Background: an optimization exercise with open tools, aiming at small area and a short achievable clock period. Do not read the settings as production practice.
In this exercise RTL edits were held to simulation tests only and were not proved equivalent to the original.

// FPUFMAPipe
module FPUFMAPipe(
  input         clock,
                reset,
                io_in_valid,
                io_in_bits_ren3,
                io_in_bits_swap23,
  input  [2:0]  io_in_bits_rm,
  input  [1:0]  io_in_bits_fmaCmd,
  input  [64:0] io_in_bits_in1,
                io_in_bits_in2,
                io_in_bits_in3,
  output        io_out_valid,
  output [64:0] io_out_bits_data,
  output [4:0]  io_out_bits_exc
);
  wire [64:0] a = io_in_bits_in1;
  wire [64:0] b = io_in_bits_swap23 ? 65'h08000000000000000 : io_in_bits_in2;
  wire [64:0] c = (io_in_bits_ren3 | io_in_bits_swap23) ? io_in_bits_in3
                  : {io_in_bits_in1[64] ^ io_in_bits_in2[64], 64'h0};
  wire zA = ~(|a[63:61]);
  wire zB = ~(|b[63:61]);
  wire zC = ~(|c[63:61]);
  wire nanA = (&a[63:62]) & a[61];
  wire nanB = (&b[63:62]) & b[61];
  wire nanC = (&c[63:62]) & c[61];
  wire infA = (&a[63:62]) & ~a[61];
  wire infB = (&b[63:62]) & ~b[61];
  ...
Size: ~15,000 cells after synthesis, roughly 280 I/O pins, about 0.11 mm^2 of cells after synthesis.
==> flow/config.mk <==
export PLATFORM = sky130hd
export DESIGN_NAME = FPUFMAPipe
export DESIGN_NICKNAME = FPUFMAPipe
export VERILOG_FILES = /design/flow/design.v
export SDC_FILE = /design/flow/constraint.sdc
export NUM_CORES = 8
export LEC_CHECK = 0
export ABC_AREA = 1
export CAP_MARGIN = 20
export CORE_MARGIN = 2
export CORE_UTILIZATION = 38
export SLEW_MARGIN = 20
==> flow/constraint.sdc <==
create_clock -name core_clock -period 16.0 [get_ports {clock}]
set_input_delay 3.2000 -clock core_clock [delete_from_list [all_inputs] [get_ports {clock}]]
set_output_delay 3.2000 -clock core_clock [all_outputs]
set_load 0.01 [all_outputs]
standard.sh (not shown) runs the stock make flow with config.mk's settings and CLKGATE_MAP_FILE= SYNTH_SCRIPT=/design/flow/synth_recipe.tcl, a recipe that flattens the netlist after the stock synthesis.
==> flow/flow/run.sh <==
#!/bin/bash
# The standard layout (standard synthesis, floorplan, placement, CTS, routing), with
# two changes to how ORFS repairs timing: the setup repair is asked to leave extra setup
# slack, and gate resizing may pick any drive strength (MATCH_CELL_FOOTPRINT=0) instead of
# only cells of the same width. The make output goes to flow.log, and ORFS keeps each
# step's full log under orfs/logs/.
set -uo pipefail
bash standard.sh SETUP_SLACK_MARGIN=10.65 MATCH_CELL_FOOTPRINT=0 finish > flow.log 2>&1
Edit:
==> flow/flow/run.sh (replaced) <==
#!/bin/bash
# The standard layout (standard synthesis, floorplan, placement, CTS, routing), with
# two changes: the setup repair is asked to leave extra setup slack, and the buffers
# that every input and output port gets are sky130_fd_sc_hd__buf_2 cells (smaller and
# faster than the delay cells buffer_ports picks by default). The make output goes to
# flow.log, and ORFS keeps each step's full log under orfs/logs/.
set -uo pipefail
bash standard.sh SETUP_SLACK_MARGIN=10.65 "BUFFER_PORTS_ARGS=-buffer_cell sky130_fd_sc_hd__buf_2" finish > flow.log 2>&1
What happened: Global-route usage stays flat. Utilization goes down by 0.37 points. Clock-buffer cell count goes down by 1. Worst setup slack improved by 55 ps. Hold slack hardly moves. Via count barely changes. Register-to-register slack improved by 50 ps. Clock skew goes up by 28 ps. Design area goes down by 0.84%.
Edit:
==> flow/flow/run.sh (replaced) <==
#!/bin/bash
# The standard layout (standard synthesis, floorplan, placement, CTS, routing),
# with ORFS's setup repair asked to leave extra setup slack so that it upsizes and
# buffers the slowest paths. The make output goes to flow.log, and ORFS keeps each
# step's full log under orfs/logs/.
set -uo pipefail
bash standard.sh SETUP_SLACK_MARGIN=10.65 finish > flow.log 2>&1
Result: The changed run completed without violations. Cell count is about the same. Routed wire length falls by about 0.34%. Synthesized area does not change. Design area rises by about 1%. Worst setup slack is better by 72 ps. Worst hold slack hardly moves. Via count barely changes. Synthesized cell count stays the same. Register-to-register slack is better by 70 ps. Utilization rises by 0.46 points. Non-clock buffer count rises by 47.

re-timing with driven ports:
In the flow no input, the clock included, has a driving cell. The finished layouts below were timed again as built, in two steps.
Step 1 (the two cells are an assumption about what drives the block):
set clk [get_ports {clock}]
set_driving_cell -lib_cell sky130_fd_sc_hd__clkbuf_16 $clk
set_driving_cell -lib_cell sky130_fd_sc_hd__buf_2 [delete_from_list [all_inputs] $clk]
Step 2 adds t to the input delays and takes it off the output delays; t is the mean of the earliest and latest rising clock arrival at the registers after step 1. Input paths then give back, and output paths get back, about the clock's delay inside the block.
Slacks: ideal ports / drivers / drivers and shift; pairs: ideal ports / drivers.
run	t (ns)	setup WS [ns]	worst register clock-pin slew, ns	worst data-port slew with drivers (ns)
the first run	0.947	10.468 / 10.355 / 9.408	0.08 / 0.08	0.49
the second run	0.991	10.523 / 10.523 / 9.712	0.09 / 0.09	0.14
the third run	0.963	10.595 / 10.595 / 9.689	0.09 / 0.09	0.12
After both steps setup and hold are still met in every run listed. The setup slack of the first run, which loses most, moves by -0.113 ns with the drivers and by -1.060 ns with both steps.
